Context: an optimization exercise on an open-source flow, tuned for small area and a short achievable clock period. The choices shown serve that exercise and are no tape-out recipe.
In this exercise RTL edits were held to simulation tests only and were not proved equivalent to the original.
Power figures rest on the tool's default switching activity, not on a simulated workload.

## run A
==> flow/design.v (excerpt) <==
module mult32x32 (
  input              i_clk     ,
  input              i_rstn    ,
  input  wire        i_multa_ns,
  input  wire        i_multb_ns,
  input  wire [31:0] i_multa   ,
  input  wire [31:0] i_multb   ,
  output wire [63:0] o_product
);
wire n1 = i_multa_ns & i_multa[31];
wire n2 = i_multb_ns & i_multb[31];
wire g3 = i_multa[1] & i_multa[0];
wire p4 = i_multa[1] ^ i_multa[0];
wire g5 = i_multa[2] & i_multa[1];
wire p6 = i_multa[2] ^ i_multa[1];
wire g7 = i_multa[3] & i_multa[2];
wire p8 = i_multa[3] ^ i_multa[2];
wire g9 = i_multa[4] & i_multa[3];
wire p10 = i_multa[4] ^ i_multa[3];
wire g11 = i_multa[5] & i_multa[4];
wire p12 = i_multa[5] ^ i_multa[4];
wire g13 = i_multa[6] & i_multa[5];
wire p14 = i_multa[6] ^ i_multa[5];
wire g15 = i_multa[7] & i_multa[6];
wire p16 = i_multa[7] ^ i_multa[6];
wire g17 = i_multa[8] & i_multa[7];
wire p18 = i_multa[8] ^ i_multa[7];
wire g19 = i_multa[9] & i_multa[8];
wire p20 = i_multa[9] ^ i_multa[8];
wire g21 = i_multa[10] & i_multa[9];
wire p22 = i_multa[10] ^ i_multa[9];
wire g23 = i_multa[11] & i_multa[10];
wire p24 = i_multa[11] ^ i_multa[10];
wire g25 = i_multa[12] & i_multa[11];
wire p26 = i_multa[12] ^ i_multa[11];
wire g27 = i_multa[13] & i_multa[12];
wire p28 = i_multa[13] ^ i_multa[12];
wire g29 = i_multa[14] & i_multa[13];
wire p30 = i_multa[14] ^ i_multa[13];
wire g31 = i_multa[15] & i_multa[14];
wire p32 = i_multa[15] ^ i_multa[14];
wire g33 = i_multa[16] & i_multa[15];
wire p34 = i_multa[16] ^ i_multa[15];
wire g35 = i_multa[17] & i_multa[16];
wire p36 = i_multa[17] ^ i_multa[16];
wire g37 = i_multa[18] & i_multa[17];
wire p38 = i_multa[18] ^ i_multa[17];
wire g39 = i_multa[19] & i_multa[18];
wire p40 = i_multa[19] ^ i_multa[18];
wire g41 = i_multa[20] & i_multa[19];
wire p42 = i_multa[20] ^ i_multa[19];
wire g43 = i_multa[21] & i_multa[20];
wire p44 = i_multa[21] ^ i_multa[20];
wire g45 = i_multa[22] & i_multa[21];
wire p46 = i_multa[22] ^ i_multa[21];
wire g47 = i_multa[23] & i_multa[22];
wire p48 = i_multa[23] ^ i_multa[22];
wire g49 = i_multa[24] & i_multa[23];
wire p50 = i_multa[24] ^ i_multa[23];
wire g51 = i_multa[25] & i_multa[24];
wire p52 = i_multa[25] ^ i_multa[24];
wire g53 = i_multa[26] & i_multa[25];
wire p54 = i_multa[26] ^ i_multa[25];
wire g55 = i_multa[27] & i_multa[26];
wire p56 = i_multa[27] ^ i_multa[26];
wire g57 = i_multa[28] & i_multa[27];
  ...
Settings: LEC_CHECK=0, CAP_MARGIN=20, CORE_MARGIN=2, CORE_UTILIZATION=40, SETUP_SLACK_MARGIN=1.8, SLEW_MARGIN=20, SYNTH_HIERARCHICAL=1, TNS_END_PERCENT=100; clock period 4.0 ns.
run.sh (not shown) runs the stock make flow with config.mk's settings and CLKGATE_MAP_FILE= SYNTH_SCRIPT=/design/flow/synth_recipe.tcl, a recipe that flattens the netlist after the stock synthesis.
What run B does differently from run A at the input level:
==> flow/flow/run.sh (new file) <==
#!/bin/bash
set -euo pipefail
export CTS_ARGS="-sink_clustering_enable -repair_clock_nets -dont_use_dummy_load"
bash standard.sh > standard.log 2>&1
==> flow/standard.sh (new file) <==
#!/bin/bash
# synth_recipe.tcl (not shown) runs the flow's synth.tcl, then flattens the netlist and writes it again
# the make line also repeats each setting of config.mk as NAME=value (left out here)
make -C /OpenROAD-flow-scripts/flow DESIGN_CONFIG=/design/flow/config.mk WORK_HOME=/design/flow/orfs CLKGATE_MAP_FILE= SYNTH_SCRIPT=/design/flow/synth_recipe.tcl "${@:-finish}"
--- a/flow/config.mk
+++ b/flow/config.mk
@@ -9,5 +9,5 @@
 export CORE_MARGIN = 2
 export CORE_UTILIZATION = 40
-export SETUP_SLACK_MARGIN = 1.8
+export SETUP_SLACK_MARGIN = 2.0
 export SLEW_MARGIN = 20
 export SYNTH_HIERARCHICAL = 1
removed: flow/run.sh
--- outcome ---
- Compared with run A, in run B final critical-path required period now sits lower, number of multi-input combinational cells in the layout now sits at about the same level.
- ~same post-place instance area in run A and run B
- The core of run B is less densely filled than that of run A.
diff inputs: run B => run C
--- a/flow/config.mk
+++ b/flow/config.mk
@@ -9,4 +9,6 @@
 export CORE_MARGIN = 2
 export CORE_UTILIZATION = 40
+export GPL_ROUTABILITY_DRIVEN = 0
+export PLACE_DENSITY = 0.75
 export SETUP_SLACK_MARGIN = 2.0
 export SLEW_MARGIN = 20
- Die area: run C vs run B, no meaningful difference
- Compared with run B, in run C clock network latency to the later pin of the worst-skew pair went down, clock power share went down by 1.4 points, via count of the routed design rose by about 0.9%, minimum period implied by the final worst setup slack dropped 0.028 ns.
- Number of standard cells in the final layout excluding fillers of run C is on par with run B.
- Of the two values seen for peak-usage layer in the global routing report, met2 was produced by run C and met1 by run B.
- Run C — clock buffer count in the final layout 9 lower, run B as reference
- Looking at the reports, run C completed the entire flow and the layout it produced met the timing, design-rule and antenna checks.
- Delta (run C minus run B): sum of buffers and inverters on the critical path moved down, cell area now smaller.
### run C -> run D
--- a/flow/config.mk
+++ b/flow/config.mk
@@ -9,6 +9,5 @@
 export CORE_MARGIN = 2
 export CORE_UTILIZATION = 40
-export GPL_ROUTABILITY_DRIVEN = 0
-export PLACE_DENSITY = 0.75
+export PLACE_DENSITY = 0.95
 export SETUP_SLACK_MARGIN = 2.0
 export SLEW_MARGIN = 20
Notes after the runs:
- Per the comparison of run D with run C, post-cts resize count went up by 13%; via count has increased; proportion of final cell area spent on non-clock buffers grew by 0.22 points.
- Number of clock buffer instances in the layout delta for run D relative to run C: about 3.3% lower
- Run C → run D: maximum cell stage delay along the critical path down 0.27 ns; adder and majority gate portion of the synthesized area level.
- Diff run C..run D | number of tap cells inserted | unchanged
- Going from run C to run D, routed wire length grew by more than 10%.

==> re-timing with driven ports <==
Ports are ideal in the flow. The routed layouts listed here were re-timed in OpenROAD. Step 1, drivers: a clkbuf_16 drives i_clk and a buf_2 each remaining input, both assumed. Step 2 also shifts input and output timing later by t, the mid clock arrival at the registers, as if the neighbouring blocks saw the same clock. Slacks: ideal / step 1 / step 2; pairs: ideal / step 1.
| run | shift t [ns] | slack for setup (ns) | hold slack, ns | worst setup path after step 2 | pins driven straight from the clock port |
|---|---|---|---|---|---|
| run A | 0.746 | 1.704 / 1.704 / 1.115 | 0.317 / 0.306 / 0.317 | input to register | 1 |
| run B | 0.712 | 1.928 / 1.928 / 1.342 | 0.283 / 0.280 / 0.283 | input to register | 1 |
| run C | 0.688 | 1.956 / 1.956 / 1.341 | 0.290 / 0.288 / 0.290 | input to register | 1 |
| run D | 0.716 | 1.913 / 1.913 / 1.301 | 0.227 / 0.201 / 0.255 | input to register | 1 |
After both steps setup and hold are still met in every run listed. The setup slack of run C, which loses most, moves by 0.000 ns with the drivers and by -0.615 ns with both steps.
